This design comes from an exercise in tuning for small area, a short achievable clock period and few clock cycles per item on the open sky130 flow, not from production work. Where RTL was checked, it was by simulation tests only, not by an equivalence proof against the original.

// V_CORDIC_Unit
module V_CORDIC_Unit (
    input signed [31:0]      i_data_1, 
    input signed [31:0]      i_data_2,
    input                    en,
    input                    rst,
    input                    clk,
    output signed [31:0]     o_data_1,
    output signed [31:0]     o_data_2,
    output signed [31:0]     angle,
    output                   done_flag
);
Size: about 1900 cells after synthesis, ~180 flip-flops, about 17000 sq um of cells after synthesis.
export LEC_CHECK = 0
export CAP_MARGIN = 20
export CORE_MARGIN = 2
export CORE_UTILIZATION = 40
export SLEW_MARGIN = 20
create_clock -name core_clock -period 10.0 [get_ports {clk}]
run.sh (not shown) runs the stock make flow with config.mk's settings and CLKGATE_MAP_FILE= SYNTH_SCRIPT=/design/flow/synth_recipe.tcl, a recipe that flattens the netlist after the stock synthesis.
The baseline passed the timing, DRC and antenna checks.
Then changed:
SETUP_SLACK_MARGIN = 5   (was not set)
=>
- worst hold slack got worse by 3.5 ps
- design area increases by 2.2%
- die area stays the same
Function was not checked in any run of this note: the RTL went through the layout flow alone.

========
== v32 ==
Another version of the RTL of V_CORDIC_Unit (not shown whole).
Size in the first run: roughly 2000 cells after synthesis, ~190 flip-flops, roughly 160 I/O pins, roughly 16000 sq um of cells after synthesis.
clock: 10.0 ns
lec_check: 0
cap_margin: 20
core_margin: 2
core_utilization: 65
cts_buf_list: sky130_fd_sc_hd__clkbuf_4 sky130_fd_sc_hd__clkbuf_8
cts_cluster_size: 30
place_density: 0.8
slew_margin: 20
standard.sh (not shown) runs the stock make flow with config.mk's settings and CLKGATE_MAP_FILE= SYNTH_SCRIPT=/design/flow/synth_recipe.tcl, a recipe that flattens the netlist after the stock synthesis.
==> flow/flow/run.sh <==
#!/bin/bash
# Standard ORFS layout with two changes: port buffers are buf_1 cells, and
# repair_timing aims at a setup margin of 5.5 ns.
set -o pipefail
bash standard.sh 'BUFFER_PORTS_ARGS=-buffer_cell sky130_fd_sc_hd__buf_1' SETUP_SLACK_MARGIN=5.5 finish > standard.log 2>&1
Testbench counts of v32, summed over its fixed seeds: cycles 12,808, items 512.
#### Input delta (v33 over v32)
==> flow/flow/run.sh <==
#!/bin/bash
# Standard ORFS layout with two changes: port buffers are buf_1 cells, and
# repair_timing aims at a setup margin of 5.75 ns.
set -o pipefail
bash standard.sh 'BUFFER_PORTS_ARGS=-buffer_cell sky130_fd_sc_hd__buf_1' SETUP_SLACK_MARGIN=5.75 finish > standard.log 2>&1
Findings:
From v32 to v33 the numbers moved as follows: total of cells resized after clock tree synthesis now larger, post-synthesis cell count comparable, growth of design area from synthesis to finish now larger, total routing resource utilization after global routing comparable. In summary, v32 completed successfully, with a layout that passed the timing, DRC and antenna checks. v33 ran to completion and came out clean on the timing, DRC and antenna checks. NOTE cell area v32->v33 increased slightly. Relative to v32, the per-cell routed wire length measured on v33 has increased slightly. Non-clock buffer count: v33 higher than v32.
For v51, these inputs were changed with respect to v33:
Settings: GPL_ROUTABILITY_DRIVEN newly set to 0.
==> flow/flow/run.sh <==
#!/bin/bash
# Standard ORFS layout with two changes: port buffers are buf_1 cells, and
# repair_timing aims at a setup margin of 5.5 ns.
set -o pipefail
bash standard.sh 'BUFFER_PORTS_ARGS=-buffer_cell sky130_fd_sc_hd__buf_1' SETUP_SLACK_MARGIN=5.5 finish > standard.log 2>&1
==> comparison <==
[compare] base=v33 new=v51: total wire length shrank by about 5.5%; via count shrank by about 1%; initial core utilization has remained practically unchanged; total half-perimeter wirelength after legalization and detailed placement lost about 3%.
Edits applied to the flow inputs when going from v51 to v44:
Settings: GPL_ROUTABILITY_DRIVEN: 0 -> unset.
==> flow/flow/run.sh <==
#!/bin/bash
# Standard ORFS layout with two changes: port buffers are buf_1 cells, and
# repair_timing aims at a setup margin of 5.9 ns.
set -o pipefail
bash standard.sh 'BUFFER_PORTS_ARGS=-buffer_cell sky130_fd_sc_hd__buf_1' SETUP_SLACK_MARGIN=5.9 finish > standard.log 2>&1
Results
From v51 to v44 the numbers moved as follows: final hold slack fell 0.0053 ns, proportion of cell area occupied by registers went down, stage delay of the slowest cell on the critical path went down by 0.47 ns. v44: setup slack higher than v51. On final area: v44 sits above v51. Compare v44 and v51 | number of global-route vias before repair lower: v44.

========
Another version of the RTL of V_CORDIC_Unit (not shown whole).
Size in the first run: ~1,900 cells after synthesis, about 180 flip-flops, roughly 160 I/O pins.
==> flow/design.v (excerpt) <==
module V_CORDIC_Unit (
    input signed [31:0]      i_data_1, 
    input signed [31:0]      i_data_2,
    input                    en,
    input                    rst,
    input                    clk,
    output signed [31:0]     o_data_1,
    output signed [31:0]     o_data_2,
    output signed [31:0]     angle,
    output                   done_flag
);
    wire [31:0] LUT;
    wire [4:0]  sel;    
    V_CORDIC veccor (
        .i_data_1(i_data_1),
        .i_data_2(i_data_2),
        .en(en),
        .rst(rst),
        .clk(clk),
        .LUT(LUT),
        .o_data_1(o_data_1),
        .o_data_2(o_data_2),
        .angle(angle),
        .done_flag(done_flag),
        .sel(sel)
    );
    LUT lut (
        .sel(sel),
        .value(LUT)
    );
endmodule
clock: 10.0 ns
lec_check: 0
cap_margin: 20
core_margin: 2
core_utilization: 40
setup_slack_margin: 5
slew_margin: 20
run.sh (not shown) runs the stock make flow with config.mk's settings and CLKGATE_MAP_FILE= SYNTH_SCRIPT=/design/flow/synth_recipe.tcl, a recipe that flattens the netlist after the stock synthesis.
Stock flow here: none of the scripts above is used.
Rerun with:
==> flow/flow/run.sh (new file) <==
#!/bin/bash
# Standard ORFS layout; port buffers use buf_2 instead of the default choice.
set -o pipefail
bash standard.sh 'BUFFER_PORTS_ARGS=-buffer_cell sky130_fd_sc_hd__buf_2' finish > standard.log 2>&1
==> flow/standard.sh (new file) <==
#!/bin/bash
# synth_recipe.tcl (not shown) runs the flow's synth.tcl, then flattens the netlist and writes it again
# the make line also repeats each setting of config.mk as NAME=value (left out here)
make -C /OpenROAD-flow-scripts/flow DESIGN_CONFIG=/design/flow/config.mk WORK_HOME=/design/flow/orfs CLKGATE_MAP_FILE= SYNTH_SCRIPT=/design/flow/synth_recipe.tcl "${@:-finish}"
removed: flow/run.sh
- The new run completed without violations
- design area falls by 4.2%
- worst hold slack improves by 26 ps
- routed wire length drops by 2.6%
- area after synthesis stays the same
- fmax is higher by 0.47%
- cell count is about the same
No functional check of the RTL was part of any run of this note.

## afterwards: timing with drivers on the ports
In the flow no input, the clock included, has a driving cell. The finished layouts below were timed again as built, in two steps. Step 1 assumes that a clkbuf_16 drives the clock port and a buf_2 every other input. Step 2 moves the port delays by t, midway between the first and last clock arrival at a register: inputs arrive t later, outputs are due t later. That takes back most of the time a late clock gives input paths. Slacks: ideal / step 1 / step 2; pairs: ideal / step 1.
run	shift t [ns]	setup WS [ns]	hold WS [ns]	slew at the worst register clock pin (ns)	cell pins on the clock port's net
the first run of note 1	0.513	3.745 / 3.745 / 3.745	0.502 / 0.502 / 0.502	0.08 / 0.08	1
the second run of note 1	0.510	5.228 / 5.228 / 5.228	0.498 / 0.498 / 0.498	0.08 / 0.08	1
v32	0.529	5.739 / 5.739 / 5.739	0.461 / 0.461 / 0.461	0.12 / 0.12	1
v33	0.541	5.911 / 5.911 / 5.911	0.453 / 0.453 / 0.453	0.12 / 0.12	1
v51	0.542	5.706 / 5.707 / 5.707	0.436 / 0.436 / 0.436	0.12 / 0.12	1
v44	0.532	5.974 / 5.974 / 5.974	0.430 / 0.430 / 0.430	0.12 / 0.12	1
the first run of note 3	0.526	5.204 / 5.204 / 5.204	0.505 / 0.505 / 0.505	0.08 / 0.08	1
the second run of note 3	0.552	5.226 / 5.226 / 5.226	0.531 / 0.531 / 0.531	0.08 / 0.08	1
After both steps every run listed still meets setup and hold.
